From an optimization exercise on the open Yosys and OpenROAD flow, aimed at small area; shortcuts taken in it are not production practice.
Function was checked by simulation only, so behaviour that the tests miss may differ from the original.
No driver is modelled on the clock port, so clocking that relies on it looks cheaper here than on a real chip.
Power figures rest on the tool's default switching activity, not on a simulated workload.

==> inputs of v20 <==
==> flow/design.v <==
module seg_595_dynamic
(
    input   wire        sys_clk     ,
    input   wire        sys_rst_n   ,
    input   wire [19:0] data        ,
    input   wire [5:0]  point       ,
    input   wire        sign        ,
    input   wire        seg_en      ,
    output  reg         ds          ,
    output  reg         shcp        ,
    output  wire        stcp        ,
    output  wire        oe
);
reg     [1:0]   j       ;
reg     [15:0]  lf      ;
reg             flag    ;    
reg     [3:0]   u       ;    
reg     [3:0]   cb      ;    
wire            ph0     = ~j[1] & ~j[0];
wire            ph1     = ~j[1] &  j[0];
wire            ph2     =  j[1] &  j[0];
wire            ph3     =  j[1] & ~j[0];
wire            tm_end  = (lf == 16'h1af2);
always@(posedge sys_clk or negedge sys_rst_n)
    if(sys_rst_n == 1'b0)
        j <= 2'b00;
    else
        j <= {j[0], ~j[1]};
always@(posedge sys_clk or negedge sys_rst_n)
    if(sys_rst_n == 1'b0)
        lf <= 16'h35e4;
    else
        lf <= {lf[14:0], lf[15] ^ lf[13] ^ lf[12] ^ lf[10] ^ tm_end};
always@(posedge sys_clk or negedge sys_rst_n)
    if(sys_rst_n == 1'b0)
        flag <= 1'b0;
    else
        flag <= tm_end;
always@(posedge sys_clk or negedge sys_rst_n)
    if(sys_rst_n == 1'b0)
        u <= 4'd0;
    else if(ph3)
        u <= (u == 4'd10) ? 4'd0 : u + 4'd1;
always@(posedge sys_clk or negedge sys_rst_n)
    if(sys_rst_n == 1'b0)
        cb <= 4'd0;
    else if(ph3)
        cb <= (cb == 4'd13) ? 4'd0 : cb + 4'd1;
wire    s_load  = (u == 4'd0)  && (ph1);   
wire    s_done  = (u == 4'd10) && (ph2);   
wire    s_read  = (u == 4'd10) && (ph3);   
wire    s_conv  = (u != 4'd0)  && (u <= 4'd5);     
reg     [23:0]  W       ;
reg             conv    ;
wire            ld_ok   = (data != 20'd0) && (data != 20'd1_000_000);
wire    [23:0]  A       ;
wire    [4:0]   ge      = {u > 4'd4, u > 4'd3, u > 4'd2, u > 4'd1, u > 4'd0};
genvar n;
generate for(n = 0; n < 5; n = n + 1) begin: a3
    wire [3:0] d = W[4*n +: 4];
    wire       e = ge[n];
    assign A[4*n+3] = d[3] | (e & d[2] & (d[1] | d[0]));
    assign A[4*n+2] = (d[2] & ~(e & (d[1] | d[0]))) | (e & d[3] & d[0]);
    assign A[4*n+1] = (d[1] & ~(e & d[2] & ~d[0])) | (e & d[3] & ~d[0]);
    assign A[4*n+0] = (d[0] & ~(e & (d[2] | d[3]))) | (e & ~d[0] & (d[3] | (d[2] & d[1])));
end endgenerate
wire            e5      = (u == 4'd5) && (ph3);
assign A[20]    = W[20] & ~(e5 & W[22]);
assign A[21]    = W[21];
assign A[22]    = W[22] & ~(e5 & W[20]);
assign A[23]    = W[23];
always@(posedge sys_clk)
    if(s_load)
        conv <= ld_ok;
always@(posedge sys_clk)
    if(s_load && ld_ok)
        W <= {data, 4'b0};
    else if(s_conv && conv)
        W <= {A[22:0], A[23]};
reg     [2:0]   rlv     ;
wire    [5:0]   wnz     ;
genvar g;
generate for(g = 0; g < 6; g = g + 1) begin: nzg
    assign wnz[g] = |W[4*g +: 4];
end endgenerate
always@(posedge sys_clk or negedge sys_rst_n)
    if(sys_rst_n == 1'b0)
        rlv <= 3'd0;
    else if(s_done)
        rlv <= !conv   ? 3'd0 :
               wnz[5]  ? 3'd6 :
               wnz[4]  ? 3'd5 :
               wnz[3]  ? 3'd4 :
               wnz[2]  ? 3'd3 :
               wnz[1]  ? 3'd2 : 3'd1;
reg     [2:0]   lv      ;
reg             sg      ;
reg             zr      ;
wire    [2:0]   plv     = point[5] ? 3'd6 :
                          point[4] ? 3'd5 :
                          point[3] ? 3'd4 :
                          point[2] ? 3'd3 :
                          point[1] ? 3'd2 : 3'd0;
wire            hold    = (rlv == 3'd0) && (plv == 3'd0);
always@(posedge sys_clk or negedge sys_rst_n)
    if(sys_rst_n == 1'b0) begin
        lv <= 3'd6;
        zr <= 1'b1;
    end else if(!hold) begin
        lv <= (rlv > plv) ? rlv : plv;
        zr <= (rlv == 3'd0);
    end
always@(posedge sys_clk)
    if(!hold)
        sg <= sign;
reg     [2:0]   q       ;
wire    [2:0]   c       = (q == 3'd6) ? 3'd0 : q;
reg     [3:0]   S       ;    
reg     [3:0]   data_disp;
reg             dot_disp;
always@(posedge sys_clk or negedge sys_rst_n)
    if(sys_rst_n == 1'b0)
        q <= 3'd6;
    else if(flag)
        q <= (q == 3'd5) ? 3'd0 : (q == 3'd6) ? 3'd1 : q + 3'd1;
always@(posedge sys_clk)
    if(s_read)
        S <= W[4*c +: 4];
always@(posedge sys_clk or negedge sys_rst_n)
    if(sys_rst_n == 1'b0)
        data_disp <= 4'd0;
    else if(seg_en && flag)
        data_disp <= (c < lv)            ? (zr ? 4'd0 : S) :
                     ((c == lv) && sg)   ? 4'd14 : 4'd15;
always@(posedge sys_clk or negedge sys_rst_n)
    if(sys_rst_n == 1'b0)
        dot_disp <= 1'b1;
    else if(flag)
        dot_disp <= ~point[c];
reg     [7:0]   seg     ;
always@(*)
    case(data_disp)
        4'd0:   seg = {dot_disp,7'b100_0000};
        4'd1:   seg = {dot_disp,7'b111_1001};
        4'd2:   seg = {dot_disp,7'b010_0100};
        4'd3:   seg = {dot_disp,7'b011_0000};
        4'd4:   seg = {dot_disp,7'b001_1001};
        4'd5:   seg = {dot_disp,7'b001_0010};
        4'd6:   seg = {dot_disp,7'b000_0010};
        4'd7:   seg = {dot_disp,7'b111_1000};
        4'd8:   seg = {dot_disp,7'b000_0000};
        4'd9:   seg = {dot_disp,7'b001_0000};
        4'd14:  seg = 8'b1011_1111;
        default:seg = 8'b1111_1111;
    endcase
reg     [5:0]   sel     ;
always@(*)
    case(q)
        3'd0:   sel = 6'b100_000;
        3'd1:   sel = 6'b000_001;
        3'd2:   sel = 6'b000_010;
        3'd3:   sel = 6'b000_100;
        3'd4:   sel = 6'b001_000;
        3'd5:   sel = 6'b010_000;
        default:sel = 6'b000_000;
    endcase
wire    [13:0]  sdata   = {seg[0],seg[1],seg[2],seg[3],seg[4],seg[5],seg[6],seg[7],sel};
always@(posedge sys_clk or negedge sys_rst_n)
    if(sys_rst_n == 1'b0)
        ds <= 1'b0;
    else if(ph0)
        ds <= sdata[cb];
always@(posedge sys_clk or negedge sys_rst_n)
    if(sys_rst_n == 1'b0)
        shcp <= 1'b0;
    else
        shcp <= j[1];
assign stcp = (cb == 4'd0) && j[0];
assign oe   = 1'b0;
endmodule
==> flow/flow/run.sh <==
#!/bin/bash
# Own layout flow: the standard ORFS flow with
#  - input/output port buffers of the smallest buffer cell,
#  - clock tree synthesis without dummy loads, from clkbuf_8 buffers,
#  - after placement resizing, every cell set to the smallest-area variant of
#    its function (later repair steps upsize again where timing needs it).
# Each tool's output goes to the ORFS logs under orfs/logs; make's own output
# goes to flow_make.log here.
set -euo pipefail
W=$(pwd)
export BUFFER_PORTS_ARGS="-buffer_cell sky130_fd_sc_hd__buf_1"
export CTS_ARGS="-sink_clustering_enable -repair_clock_nets -dont_use_dummy_load -buf_list sky130_fd_sc_hd__clkbuf_4"
export POST_RESIZE_TCL="$W/flow/downsize.tcl"
export POST_FLOORPLAN_TCL="$W/flow/restructure.tcl"
export POST_CTS_TCL="$W/flow/clkfix.tcl"
bash standard.sh > "$W/flow_make.log" 2>&1
==> flow/flow/clkfix.tcl <==
# Upsize clock tree leaf buffers that drive many flip-flops, to keep the
# slew at the flip-flop clock pins well below the limit.
set block [ord::get_db_block]
set n 0
foreach inst [$block getInsts] {
  if {[[$inst getMaster] getName] ne "sky130_fd_sc_hd__clkbuf_4"} { continue }
  set net [[$inst findITerm X] getNet]
  if {$net eq "NULL"} { continue }
  set loads [expr {[llength [$net getITerms]] - 1}]
  if {$loads >= 10} {
    replace_cell [$inst getName] sky130_fd_sc_hd__clkbuf_8
    incr n
  }
}
puts "clkfix: upsized $n clock buffers"
if {$n > 0} {
  detailed_placement
  check_placement -verbose
}
==> flow/flow/downsize.tcl <==
# Set every standard cell to the smallest-area variant with the same base name
# (e.g. mux2_2 -> mux2_1). Tap, fill and decap cells are left alone.
set db [ord::get_db]
array set best_area {}
array set best_name {}
foreach lib [$db getLibs] {
  foreach m [$lib getMasters] {
    set n [$m getName]
    if {![regexp {^(sky130_fd_sc_hd__[a-z0-9]+)_([0-9]+)$} $n -> base sz]} { continue }
    if {[regexp {lpflow|probe|tap|fill|decap|clkdly|dlygate|dlymetal} $n]} { continue }
    set a [expr {[$m getWidth] * [$m getHeight]}]
    if {![info exists best_area($base)] || $a < $best_area($base)} {
      set best_area($base) $a
      set best_name($base) $n
    }
  }
}
set count 0
foreach inst [[ord::get_db_block] getInsts] {
  set n [[$inst getMaster] getName]
  if {![regexp {^(sky130_fd_sc_hd__[a-z0-9]+)_([0-9]+)$} $n -> base sz]} { continue }
  if {![info exists best_name($base)]} { continue }
  set b $best_name($base)
  if {$b ne $n} {
    set m [[ord::get_db_block] findInst [$inst getName]]
    replace_cell [$inst getName] $b
    incr count
  }
}
puts "downsize: replaced $count cells"
==> flow/flow/restructure.tcl <==
# Re-map the combinational logic for area with OpenROAD's restructure (ABC).
file mkdir [file join $::env(OBJECTS_DIR) rmp]
set lib [lindex $::env(LIB_FILES) 0]
restructure -target area -liberty_file $lib \
  -tielo_port sky130_fd_sc_hd__conb_1/LO -tiehi_port sky130_fd_sc_hd__conb_1/HI \
  -work_dir [file join $::env(OBJECTS_DIR) rmp] -abc_logfile [file join $::env(LOG_DIR) rmp_abc.log]
==> flow/standard.sh <==
#!/bin/bash
# synth_recipe.tcl (not shown) runs the flow's synth.tcl, then flattens the netlist and writes it again
# the make line also repeats each setting of config.mk as NAME=value (left out here)
make -C /OpenROAD-flow-scripts/flow DESIGN_CONFIG=/design/flow/config.mk WORK_HOME=/design/flow/orfs CLKGATE_MAP_FILE= SYNTH_SCRIPT=/design/flow/synth_recipe.tcl "${@:-finish}"
==> flow/config.mk <==
export PLATFORM = sky130hd
export DESIGN_NAME = seg_595_dynamic
export DESIGN_NICKNAME = seg_595_dynamic
export VERILOG_FILES = /design/flow/design.v
export SDC_FILE = /design/flow/constraint.sdc
export NUM_CORES = 4
export LEC_CHECK = 0
export CAP_MARGIN = 5
export CORE_MARGIN = 2
export CORE_UTILIZATION = 40
export SLEW_MARGIN = 5
==> flow/constraint.sdc <==
create_clock -name core_clock -period 5.0 [get_ports {sys_clk}]
set_input_delay 1.0000 -clock core_clock [delete_from_list [all_inputs] [get_ports {sys_clk}]]
set_output_delay 1.0000 -clock core_clock [all_outputs]
set_load 0.01 [all_outputs]
==> v4 (differences from v20) <==
--- a/flow/design.v
+++ b/flow/design.v
@@ -13,4 +13,3 @@
 );
-reg     [1:0]   j       ;
-reg     [15:0]  lf      ;
+reg     [15:0]  tm      ;
 reg             flag    ;    
@@ -18,17 +17,11 @@
 reg     [3:0]   cb      ;    
-wire            ph0     = ~j[1] & ~j[0];
-wire            ph1     = ~j[1] &  j[0];
-wire            ph2     =  j[1] &  j[0];
-wire            ph3     =  j[1] & ~j[0];
-wire            tm_end  = (lf == 16'h1af2);
+wire    [1:0]   cnt     = tm[1:0];
+wire            tm_end  = (tm == 16'd49_999);
 always@(posedge sys_clk or negedge sys_rst_n)
     if(sys_rst_n == 1'b0)
-        j <= 2'b00;
+        tm <= 16'd0;
+    else if(tm_end)
+        tm <= 16'd0;
     else
-        j <= {j[0], ~j[1]};
-always@(posedge sys_clk or negedge sys_rst_n)
-    if(sys_rst_n == 1'b0)
-        lf <= 16'h35e4;
-    else
-        lf <= {lf[14:0], lf[15] ^ lf[13] ^ lf[12] ^ lf[10] ^ tm_end};
+        tm <= tm + 16'd1;
 always@(posedge sys_clk or negedge sys_rst_n)
@@ -41,3 +34,3 @@
         u <= 4'd0;
-    else if(ph3)
+    else if(cnt == 2'd3)
         u <= (u == 4'd10) ? 4'd0 : u + 4'd1;
@@ -46,7 +39,7 @@
         cb <= 4'd0;
-    else if(ph3)
+    else if(cnt == 2'd3)
         cb <= (cb == 4'd13) ? 4'd0 : cb + 4'd1;
-wire    s_load  = (u == 4'd0)  && (ph1);   
-wire    s_done  = (u == 4'd10) && (ph2);   
-wire    s_read  = (u == 4'd10) && (ph3);   
+wire    s_load  = (u == 4'd0)  && (cnt == 2'd1);   
+wire    s_done  = (u == 4'd10) && (cnt == 2'd2);   
+wire    s_read  = (u == 4'd10) && (cnt == 2'd3);   
 wire    s_conv  = (u != 4'd0)  && (u <= 4'd5);     
@@ -55,18 +48,12 @@
 wire            ld_ok   = (data != 20'd0) && (data != 20'd1_000_000);
-wire    [23:0]  A       ;
-wire    [4:0]   ge      = {u > 4'd4, u > 4'd3, u > 4'd2, u > 4'd1, u > 4'd0};
-genvar n;
-generate for(n = 0; n < 5; n = n + 1) begin: a3
-    wire [3:0] d = W[4*n +: 4];
-    wire       e = ge[n];
-    assign A[4*n+3] = d[3] | (e & d[2] & (d[1] | d[0]));
-    assign A[4*n+2] = (d[2] & ~(e & (d[1] | d[0]))) | (e & d[3] & d[0]);
-    assign A[4*n+1] = (d[1] & ~(e & d[2] & ~d[0])) | (e & d[3] & ~d[0]);
-    assign A[4*n+0] = (d[0] & ~(e & (d[2] | d[3]))) | (e & ~d[0] & (d[3] | (d[2] & d[1])));
-end endgenerate
-wire            e5      = (u == 4'd5) && (ph3);
-assign A[20]    = W[20] & ~(e5 & W[22]);
-assign A[21]    = W[21];
-assign A[22]    = W[22] & ~(e5 & W[20]);
-assign A[23]    = W[23];
+reg     [23:0]  A       ;
+integer         k       ;
+always@(*) begin
+    A = W;
+    for(k = 0; k < 5; k = k + 1)
+        if((u > k) && (W[4*k +: 4] > 4'd4))
+            A[4*k +: 4] = W[4*k +: 4] + 4'd3;
+    if((u == 4'd5) && (cnt == 2'd3) && (W[22:20] > 3'd4))
+        A[22:20] = W[22:20] + 3'd3;
+end
 always@(posedge sys_clk)
@@ -133,3 +120,3 @@
         data_disp <= (c < lv)            ? (zr ? 4'd0 : S) :
-                     ((c == lv) && sg)   ? 4'd14 : 4'd15;
+                     ((c == lv) && sg)   ? 4'd10 : 4'd11;
 always@(posedge sys_clk or negedge sys_rst_n)
@@ -152,4 +139,5 @@
         4'd9:   seg = {dot_disp,7'b001_0000};
-        4'd14:  seg = 8'b1011_1111;
-        default:seg = 8'b1111_1111;
+        4'd10:  seg = 8'b1011_1111;
+        4'd11:  seg = 8'b1111_1111;
+        default:seg = 8'b1100_0000;
     endcase
@@ -170,3 +158,3 @@
         ds <= 1'b0;
-    else if(ph0)
+    else if(cnt == 2'd0)
         ds <= sdata[cb];
@@ -176,4 +164,4 @@
     else
-        shcp <= j[1];
-assign stcp = (cb == 4'd0) && j[0];
+        shcp <= tm[1];
+assign stcp = (cb == 4'd0) && (tm[1] ^ tm[0]);
 assign oe   = 1'b0;
==> flow/run.sh (new file) <==
#!/bin/bash
# synth_recipe.tcl (not shown) runs the flow's synth.tcl, then flattens the netlist and writes it again
# the make line also repeats each setting of config.mk as NAME=value (left out here)
make -C /OpenROAD-flow-scripts/flow DESIGN_CONFIG=/design/flow/config.mk WORK_HOME=/design/flow/orfs CLKGATE_MAP_FILE= SYNTH_SCRIPT=/design/flow/synth_recipe.tcl finish
Settings changed: CAP_MARGIN 5 to 20, CTS_BUF_LIST set to sky130_fd_sc_hd__clkbuf_16, CTS_CLUSTER_DIAMETER set to 500, CTS_CLUSTER_SIZE set to 100, SLEW_MARGIN 5 to 20.
removed: flow/flow/run.sh
removed: flow/flow/clkfix.tcl
removed: flow/flow/downsize.tcl
removed: flow/flow/restructure.tcl
removed: flow/standard.sh
==> qor summary <==
| quantity | v20 | v4 |
|---|---|---|
| Transition time of the tightest slew-check pin | 843.2 ps | 962.2 ps |
| Via count of the first global-routing pass | 3185 | 3604 |
| Critical Path RT | 5020 ps | 4000 ps |
| Highest achievable clock rate | 0.3158 GHz | 0.3538 GHz |
| Post-synthesis average cell area | 9.522 um^2 | 9.540 um^2 |
| Total sequential power | 626 uW | 614 uW |
| Number of buffer and inverter stages on the critical path | 0 | 2 |
| Pre-CTS setup slack | 1677 ps | 1819 ps |
| Run status | no timing/DRC/antenna violations | no timing/DRC/antenna violations |
| Peak per-stage delay on the critical path | 790 ps | 530 ps |
| Number of logic inverters in the finished layout | 74 | 39 |
| Portion of the layout cell area used by clock cells | 2.062% | 6.192% |
| Total wire length after detailed routing | 9056 um | 10410 um |
| Met3 Use GR | 4.576% | 3.672% |
| Well Taps | 133 | 143 |
| Layout clock buffers | 9 | 11 |
| Post-route design area | 4188 um^2 | 5355 um^2 |
| Die Area | 11090 um^2 | 12640 um^2 |
| DRC violation total after the first TritonRoute iteration | 237 | 246 |
| Part of the cycle the worst path needs | 63.33% | 56.52% |
| Met1 track utilization from global routing | 23.40% | 23.75% |
| Crit path kind | reg2reg | reg2out |
| Relative contribution of the clock network to total power | 30.7% | 51.2% |

-- what the ideal ports hide --
No port has a modelled driver above. Below, the same layouts with a new extraction and two added sets of constraints.
Step 1 sets driving cells, clkbuf_16 on the clock port and buf_2 on the other inputs (assumed; they add their load-dependent delay and slew).
Step 2 moves the port delays by t, midway between the first and last clock arrival at a register: inputs arrive t later, outputs are due t later. That takes back most of the time a late clock gives input paths.
Slacks: ideal / step 1 / step 2; pairs: ideal / step 1.
run	t, ns	slack for setup (ns)	hold WS [ns]
v20	0.427	1.833 / 1.833 / 1.791	0.374 / 0.374 / 0.374
v4	0.366	2.174 / 2.134 / 1.831	0.490 / 0.490 / 0.490
After both steps every run listed still meets setup and hold. For v4, which loses most, drivers alone change the setup slack by -0.040 ns; drivers and shift together by -0.343 ns.
